This design comes from an exercise in tuning for small area on the open sky130 flow, not from production work.
Power figures rest on the tool's default switching activity, not on a simulated workload.

== north ==
==> flow/design.v <==
module ALU (
input             clk               ,   
input             rst_n             ,   
input             dcd_req           ,   
input      [3:0]  dcd_opcode        ,   
input      [11:0] dcd_mem_addr      ,   
input      [2:0]  dcd_src_reg_1_addr,   
input      [2:0]  dcd_src_reg_2_addr,   
input      [2:0]  dcd_dst_reg_addr  ,   
input      [15:0] dcd_const         ,   
output reg        dcd_ack           ,   
input      [31:0] data_mem_rd_data  ,   
output reg        data_mem_cen      ,   
output            data_mem_rw       ,   
output     [11:0] data_mem_addr     ,   
output     [31:0] data_mem_rw_data  ,   
input      [15:0] reg_0_rd_data     ,   
input             reg_0_ack         ,   
output reg        reg_0_req         ,   
output            reg_0_rw          ,   
output reg [2:0]  reg_0_addr        ,   
input      [15:0] reg_1_rd_data     ,   
input             reg_1_ack         ,   
output reg        reg_1_req         ,   
output reg        reg_1_rw          ,   
output     [2:0]  reg_1_addr        ,   
output reg [15:0] reg_1_wr_data     ,   
output reg        pc_jump_req       ,   
output     [11:0] pc_jump_addr          
);
wire [3:0] op = dcd_opcode;
wire op_alu = op[2];                               
reg  sub_q;                                        
reg  dcd_req_delay;                                
reg  cen_delay;                                    
wire alu_start = dcd_req & ~dcd_req_delay;         
assign data_mem_addr    = dcd_mem_addr;
assign pc_jump_addr     = dcd_mem_addr;
assign data_mem_rw      = ~op[1];
assign data_mem_rw_data = {16'h0000, reg_1_wr_data};    
assign reg_0_rw         = 1'b1;
assign reg_1_addr       = reg_1_rw ? dcd_src_reg_2_addr : dcd_dst_reg_addr;
wire eq = (dcd_const == reg_0_rd_data);
wire        op_inv  = ~op[1] & op[0];               
wire        op_keep = ~(op[1] & op[0]);             
wire        op_and  = op[1] & ~op[0];               
wire        sub = sub_q;                          
wire [15:0] a   = reg_0_rd_data;
wire [15:0] b   = ((reg_1_rd_data ^ {16{op_inv}}) & (~a | {16{op_keep}})) | (~a & {16{op_and}});
wire [16:0] c;           
wire [15:0] s0;          
wire [15:0] s;
genvar i;
generate for (i = 0; i < 16; i = i + 1) begin : g_add
  wire ci = (i == 0) ? sub : (i == 7) ? 1'b0 : c[i];
  assign s0[i]  = a[i] ^ b[i] ^ ci;
  assign c[i+1] = (a[i] & b[i]) | (a[i] & ci) | (b[i] & ci);
end endgenerate
assign s[6:0] = s0[6:0];
wire k7 = c[7];
wire [9:0] t1;       
assign t1[0] = 1'b1;
assign t1[1] = t1[0] & s0[7];
assign t1[2] = t1[1] & s0[8];
assign t1[3] = t1[2] & s0[9];
assign t1[4] = t1[3] & s0[10];
assign t1[5] = t1[4] & s0[11];
assign t1[6] = t1[5] & s0[12];
assign t1[7] = t1[6] & s0[13];
assign t1[8] = t1[7] & s0[14];
assign t1[9] = t1[8] & s0[15];
assign s[15:7] = s0[15:7] ^ ({9{k7}} & t1[8:0]);
wire [15:0] alu_res   = s;
always @(posedge clk or negedge rst_n)
if (~rst_n) begin
  dcd_req_delay <= 1'b0;
  cen_delay     <= 1'b0;
  data_mem_cen  <= 1'b0;
  reg_0_req     <= 1'b0;
  reg_1_req     <= 1'b0;
  reg_1_rw      <= 1'b0;
  pc_jump_req   <= 1'b0;
  dcd_ack       <= 1'b0;
end else begin
  dcd_req_delay <= dcd_req;
  cen_delay     <= data_mem_cen;
  data_mem_cen  <= (alu_start & ~op[3] & ~op[2] & ~(op[1] ^ op[0]))
                 | (reg_0_ack & ~op[2] & op[1] & ~op[0]);
  reg_0_req     <= ~reg_0_ack & (reg_0_req | (alu_start & (op[2] | (op[1] & ~op[0]) | (op[3] & op[0]))));
  reg_1_req     <= reg_1_ack ? reg_1_rw
                 : (reg_1_req | (alu_start & (op[2] | (~op[3] & ~op[1] & op[0]))) | (cen_delay & ~op[1]));
  reg_1_rw      <= alu_start ? op_alu : (reg_1_rw & ~reg_1_ack);
  pc_jump_req   <= (alu_start & op[3] & ~op[0]) | (reg_0_ack & op[3] & op[0] & eq);
  dcd_ack       <= (~reg_1_rw & reg_1_ack) | (op[1] & data_mem_cen)
                 | (alu_start & op[3] & ~op[0]) | (reg_0_ack & op[3] & op[0]);
end
always @(posedge clk) begin
  reg_0_addr <= dcd_src_reg_1_addr;
  sub_q      <= op[2] & (op[1] ^ op[0]);
end
wire sel_alu  = reg_1_rw;
wire sel_hold = op[2] & ~reg_1_rw;
wire sel_c    = ~op[2] & op[0];
wire sel_m    = ~op[2] & ~op[1] & ~op[0];
wire sel_r    = ~op[2] & op[1] & ~op[0];
always @(posedge clk)
  reg_1_wr_data <= ({16{sel_alu}}  & alu_res)
                 | ({16{sel_hold}} & reg_1_wr_data)
                 | ({16{sel_c}}    & dcd_const)
                 | ({16{sel_m}}    & data_mem_rd_data[15:0])
                 | ({16{sel_r}}    & reg_0_rd_data);
endmodule  
==> flow/config.mk <==
export PLATFORM = sky130hd
export DESIGN_NAME = ALU
export DESIGN_NICKNAME = ALU
export VERILOG_FILES = /design/flow/design.v
export SDC_FILE = /design/flow/constraint.sdc
export NUM_CORES = 4
export LEC_CHECK = 0
export CAP_MARGIN = 20
export CORE_MARGIN = 2
export CORE_UTILIZATION = 40
export SLEW_MARGIN = 20
==> flow/constraint.sdc <==
create_clock -name core_clock -period 5.0 [get_ports {clk}]
set_input_delay 1.0000 -clock core_clock [delete_from_list [all_inputs] [get_ports {clk}]]
set_output_delay 1.0000 -clock core_clock [all_outputs]
set_load 0.01 [all_outputs]
standard.sh (not shown) runs the stock make flow with config.mk's settings and CLKGATE_MAP_FILE= SYNTH_SCRIPT=/design/flow/synth_recipe.tcl, a recipe that flattens the netlist after the stock synthesis.
==> flow/flow/run.sh <==
#!/bin/bash
# Standard ORFS layout with two changes: the smallest buffer (buf_1) for the
# port buffers, and an area-oriented ABC mapping script for synthesis.
set -euo pipefail
cp -r "$FLOW_HOME/scripts" ./orfs_scripts
cp flow/abc.script ./orfs_scripts/abc_speed.script
export SCRIPTS_DIR="$PWD/orfs_scripts"
export BUFFER_PORTS_ARGS="-buffer_cell sky130_fd_sc_hd__buf_1"
bash standard.sh > standard_flow.log 2>&1
==> flow/flow/abc.script <==
&get -n
&st
&dch
&nf
&st
&syn2
&if -g -K 6
&synch2
&nf
&st
&dch -f
&nf -R 1000
&st
&dch -f
&nf -R 1000
&put
For middle, these inputs were changed with respect to north:
--- a/flow/design.v
+++ b/flow/design.v
@@ -42,10 +42,7 @@
 assign reg_1_addr       = reg_1_rw ? dcd_src_reg_2_addr : dcd_dst_reg_addr;
 wire eq = (dcd_const == reg_0_rd_data);
-wire        op_inv  = ~op[1] & op[0];               
-wire        op_keep = ~(op[1] & op[0]);             
-wire        op_and  = op[1] & ~op[0];               
 wire        sub = sub_q;                          
 wire [15:0] a   = reg_0_rd_data;
-wire [15:0] b   = ((reg_1_rd_data ^ {16{op_inv}}) & (~a | {16{op_keep}})) | (~a & {16{op_and}});
+wire [15:0] b   = reg_1_rd_data ^ {16{sub}};
 wire [16:0] c;           
 wire [15:0] s0;          
@@ -53,23 +50,23 @@
 genvar i;
 generate for (i = 0; i < 16; i = i + 1) begin : g_add
-  wire ci = (i == 0) ? sub : (i == 7) ? 1'b0 : c[i];
+  wire ci = (i == 0) ? sub : (i == 8) ? 1'b0 : c[i];
   assign s0[i]  = a[i] ^ b[i] ^ ci;
   assign c[i+1] = (a[i] & b[i]) | (a[i] & ci) | (b[i] & ci);
 end endgenerate
-assign s[6:0] = s0[6:0];
-wire k7 = c[7];
-wire [9:0] t1;       
+assign s[7:0] = s0[7:0];
+wire k8 = c[8];
+wire [8:0] t1;       
 assign t1[0] = 1'b1;
-assign t1[1] = t1[0] & s0[7];
-assign t1[2] = t1[1] & s0[8];
-assign t1[3] = t1[2] & s0[9];
-assign t1[4] = t1[3] & s0[10];
-assign t1[5] = t1[4] & s0[11];
-assign t1[6] = t1[5] & s0[12];
-assign t1[7] = t1[6] & s0[13];
-assign t1[8] = t1[7] & s0[14];
-assign t1[9] = t1[8] & s0[15];
-assign s[15:7] = s0[15:7] ^ ({9{k7}} & t1[8:0]);
-wire [15:0] alu_res   = s;
+assign t1[1] = t1[0] & s0[8];
+assign t1[2] = t1[1] & s0[9];
+assign t1[3] = t1[2] & s0[10];
+assign t1[4] = t1[3] & s0[11];
+assign t1[5] = t1[4] & s0[12];
+assign t1[6] = t1[5] & s0[13];
+assign t1[7] = t1[6] & s0[14];
+assign t1[8] = t1[7] & s0[15];
+assign s[15:8] = s0[15:8] ^ ({8{k8}} & t1[7:0]);
+wire [15:0] logic_res = (a & reg_1_rd_data) | ({16{op[0]}} & (a | reg_1_rd_data));    
+wire [15:0] alu_res   = op[1] ? logic_res : s;
 always @(posedge clk or negedge rst_n)
 if (~rst_n) begin
@@ -97,5 +94,5 @@
 always @(posedge clk) begin
   reg_0_addr <= dcd_src_reg_1_addr;
-  sub_q      <= op[2] & (op[1] ^ op[0]);
+  sub_q      <= op[2] & ~op[1] & op[0];
 end
 wire sel_alu  = reg_1_rw;
==> summary.txt <==
- Diff north -> middle | final cell count | decrease of 5.7%
- [compare] base=north new=middle: biggest cell delay along the critical path rose 50 ps; first-pass GRT wire length rose about 0.5%; worst-case headroom to the max-slew limit fell 1.2 points; total of plain and repair buffers excluding clock buffers fell 20; global-route usage fell 0.28 points.
- The maximum fanout count along the critical path of middle is lower than that of north.
- In the flow results for north and middle, the wire length on met1 is larger on north.
- Changes observed in middle relative to north: mapped cell area +65 µm²; final weighted congestion of routability-driven global placement -about 5.5%; number of fillers in the final layout +about 4%; multi-input combinational area share +3.2 points.
No functional check of the RTL was part of any run of this note.

---

ALU, a different RTL version from the one above (not shown whole).
Size in the first run: roughly 300 cells after synthesis, about 27 flip-flops.
==> module ALU, before the edit <==
module ALU (
input             clk               ,   
input             rst_n             ,   
input             dcd_req           ,   
input      [3:0]  dcd_opcode        ,   
input      [11:0] dcd_mem_addr      ,   
input      [2:0]  dcd_src_reg_1_addr,   
input      [2:0]  dcd_src_reg_2_addr,   
input      [2:0]  dcd_dst_reg_addr  ,   
input      [15:0] dcd_const         ,   
output reg        dcd_ack           ,   
input      [31:0] data_mem_rd_data  ,   
output reg        data_mem_cen      ,   
output            data_mem_rw       ,   
output     [11:0] data_mem_addr     ,   
output     [31:0] data_mem_rw_data  ,   
input      [15:0] reg_0_rd_data     ,   
input             reg_0_ack         ,   
output reg        reg_0_req         ,   
output            reg_0_rw          ,   
output reg [2:0]  reg_0_addr        ,   
input      [15:0] reg_1_rd_data     ,   
input             reg_1_ack         ,   
output reg        reg_1_req         ,   
output reg        reg_1_rw          ,   
output     [2:0]  reg_1_addr        ,   
output reg [15:0] reg_1_wr_data     ,   
output reg        pc_jump_req       ,   
output     [11:0] pc_jump_addr          
);
wire [3:0] op = dcd_opcode;
wire op_alu = op[2];                               
reg  dcd_req_delay;                                
reg  cen_delay;                                    
wire alu_start = dcd_req & ~dcd_req_delay;         
assign data_mem_addr    = dcd_mem_addr;
assign pc_jump_addr     = dcd_mem_addr;
assign data_mem_rw      = ~op[1];
assign data_mem_rw_data = {16'h0000, reg_1_wr_data};    
assign reg_0_rw         = 1'b1;
assign reg_1_addr       = reg_1_rw ? dcd_src_reg_2_addr : dcd_dst_reg_addr;
wire eq = (dcd_const == reg_0_rd_data);
wire        sub = op[0] & ~op[1];
wire [15:0] a   = reg_0_rd_data;
wire [15:0] b   = reg_1_rd_data ^ {16{sub}};
wire [15:0] p   = a ^ b;                          
wire [15:0] g   = a & b;                          
wire [16:0] c;
assign c[0] = sub;
genvar i;
generate for (i = 0; i < 16; i = i + 1) begin : g_add
  assign c[i+1] = g[i] | (p[i] & c[i]);
end endgenerate
wire [15:0] s = p ^ c[15:0];
wire [15:0] logic_res = g | ({16{op[0]}} & p);
wire [15:0] alu_res   = op[1] ? logic_res : s;
always @(posedge clk or negedge rst_n)
if (~rst_n) begin
  dcd_req_delay <= 1'b0;
  cen_delay     <= 1'b0;
  data_mem_cen  <= 1'b0;
  reg_0_req     <= 1'b0;
  reg_1_req     <= 1'b0;
  reg_1_rw      <= 1'b0;
  pc_jump_req   <= 1'b0;
  dcd_ack       <= 1'b0;
end else begin
  dcd_req_delay <= dcd_req;
  cen_delay     <= data_mem_cen;
  data_mem_cen  <= (alu_start & ~op[3] & ~op[2] & ~(op[1] ^ op[0]))
                 | (reg_0_ack & ~op[2] & op[1] & ~op[0]);
  reg_0_req     <= ~reg_0_ack & (reg_0_req | (alu_start & (op[2] | (op[1] & ~op[0]) | (op[3] & op[0]))));
  reg_1_req     <= reg_1_ack ? reg_1_rw
                 : (reg_1_req | (alu_start & (op[2] | (~op[3] & ~op[1] & op[0]))) | (cen_delay & ~op[1]));
  reg_1_rw      <= alu_start ? op_alu : (reg_1_rw & ~reg_1_ack);
  pc_jump_req   <= (alu_start & op[3] & ~op[0]) | (reg_0_ack & op[3] & op[0] & eq);
  dcd_ack       <= (~reg_1_rw & reg_1_ack) | (op[1] & data_mem_cen)
                 | (alu_start & op[3] & ~op[0]) | (reg_0_ack & op[3] & op[0]);
end
always @(posedge clk)
  reg_0_addr <= dcd_src_reg_1_addr;
wire sel_alu  = reg_1_rw;
wire sel_hold = op[2] & ~reg_1_rw;
wire sel_c    = ~op[2] & op[0];
wire sel_m    = ~op[2] & ~op[1] & ~op[0];
wire sel_r    = ~op[2] & op[1] & ~op[0];
always @(posedge clk)
  reg_1_wr_data <= ({16{sel_alu}}  & alu_res)
                 | ({16{sel_hold}} & reg_1_wr_data)
                 | ({16{sel_c}}    & dcd_const)
                 | ({16{sel_m}}    & data_mem_rd_data[15:0])
                 | ({16{sel_r}}    & reg_0_rd_data);
endmodule  
==> flow/config.mk <==
export PLATFORM = sky130hd
export DESIGN_NAME = ALU
export DESIGN_NICKNAME = ALU
export VERILOG_FILES = /design/flow/design.v
export SDC_FILE = /design/flow/constraint.sdc
export NUM_CORES = 4
export LEC_CHECK = 0
export CAP_MARGIN = 20
export CORE_MARGIN = 2
export CORE_UTILIZATION = 40
export SLEW_MARGIN = 20
==> flow/constraint.sdc <==
create_clock -name core_clock -period 5.0 [get_ports {clk}]
set_input_delay 1.0000 -clock core_clock [delete_from_list [all_inputs] [get_ports {clk}]]
set_output_delay 1.0000 -clock core_clock [all_outputs]
set_load 0.01 [all_outputs]
==> flow/flow/run.sh <==
#!/bin/bash
# Standard ORFS layout, with the smallest buffer (buf_1) used for the port buffers.
set -euo pipefail
export BUFFER_PORTS_ARGS="-buffer_cell sky130_fd_sc_hd__buf_1"
bash standard.sh > standard_flow.log 2>&1
The starting point finished with negative setup slack left.
Rerun with:
--- a/flow/design.v
+++ b/flow/design.v
@@ -46,12 +46,13 @@
 wire [15:0] p   = a ^ b;                          
 wire [15:0] g   = a & b;                          
 wire [16:0] c;
 assign c[0] = sub;
 genvar i;
-generate for (i = 0; i < 16; i = i + 1) begin : g_add
+generate for (i = 0; i < 16; i = i + 2) begin : g_add
   assign c[i+1] = g[i] | (p[i] & c[i]);
+  assign c[i+2] = g[i+1] | (p[i+1] & g[i]) | (p[i+1] & p[i] & c[i]);
 end endgenerate
 wire [15:0] s = p ^ c[15:0];
 wire [15:0] logic_res = g | ({16{op[0]}} & p);
 wire [15:0] alu_res   = op[1] ? logic_res : s;
 always @(posedge clk or negedge rst_n)
=>
- The changed run ran to the end with no violations
- non-clock buffer count goes down by 18
- global-route usage increases by 0.95 points
- final area falls by 3.1%
- count of clock-buffer cells in the layout does not change
- sequential power hardly moves
- cell count went up by 7.3%
- setup slack improved by 2.9 ns
- register-to-register slack gains 0.17 ns
- clock skew barely changes
- maximum frequency rises by 71%
- total power grows by 3.8%
- die area rises by 3.1%
- wire length is higher by 8.9%
- combinational power goes up by about 6%
Function was not checked in any run of this note: the RTL went through the layout flow alone.

## what the ideal ports hide
The flow's constraints put no driver on any port. The routed layouts listed below were extracted and timed again, unchanged, in two steps. Step 1: set_driving_cell puts a clkbuf_16 on clk and a buf_2 on each other input, an assumption about the parent block. Step 2 also shifts input and output timing later by t, the mid clock arrival at the registers, as if the neighbouring blocks saw the same clock. Slacks: ideal ports / drivers / drivers and shift; pairs: ideal ports / drivers.
| run | t (ns) | setup slack, ns | worst slew at a driven data input, ns |
|---|---|---|---|
| north | 0.320 | 0.153 / 0.159 / -0.161 | 0.11 |
| middle | 0.308 | 0.424 / 0.429 / 0.120 | 0.11 |
| the first run of note 2 | 0.314 | -1.911 / -1.936 / -2.250 | 0.12 |
| the second run of note 2 | 0.321 | 0.968 / 0.972 / 0.652 | 0.12 |
With both steps, setup timing fails in north, where it was met with ideal ports. For the first run of note 2, which loses most, drivers alone change the setup slack by -0.025 ns; drivers and shift together by -0.339 ns.
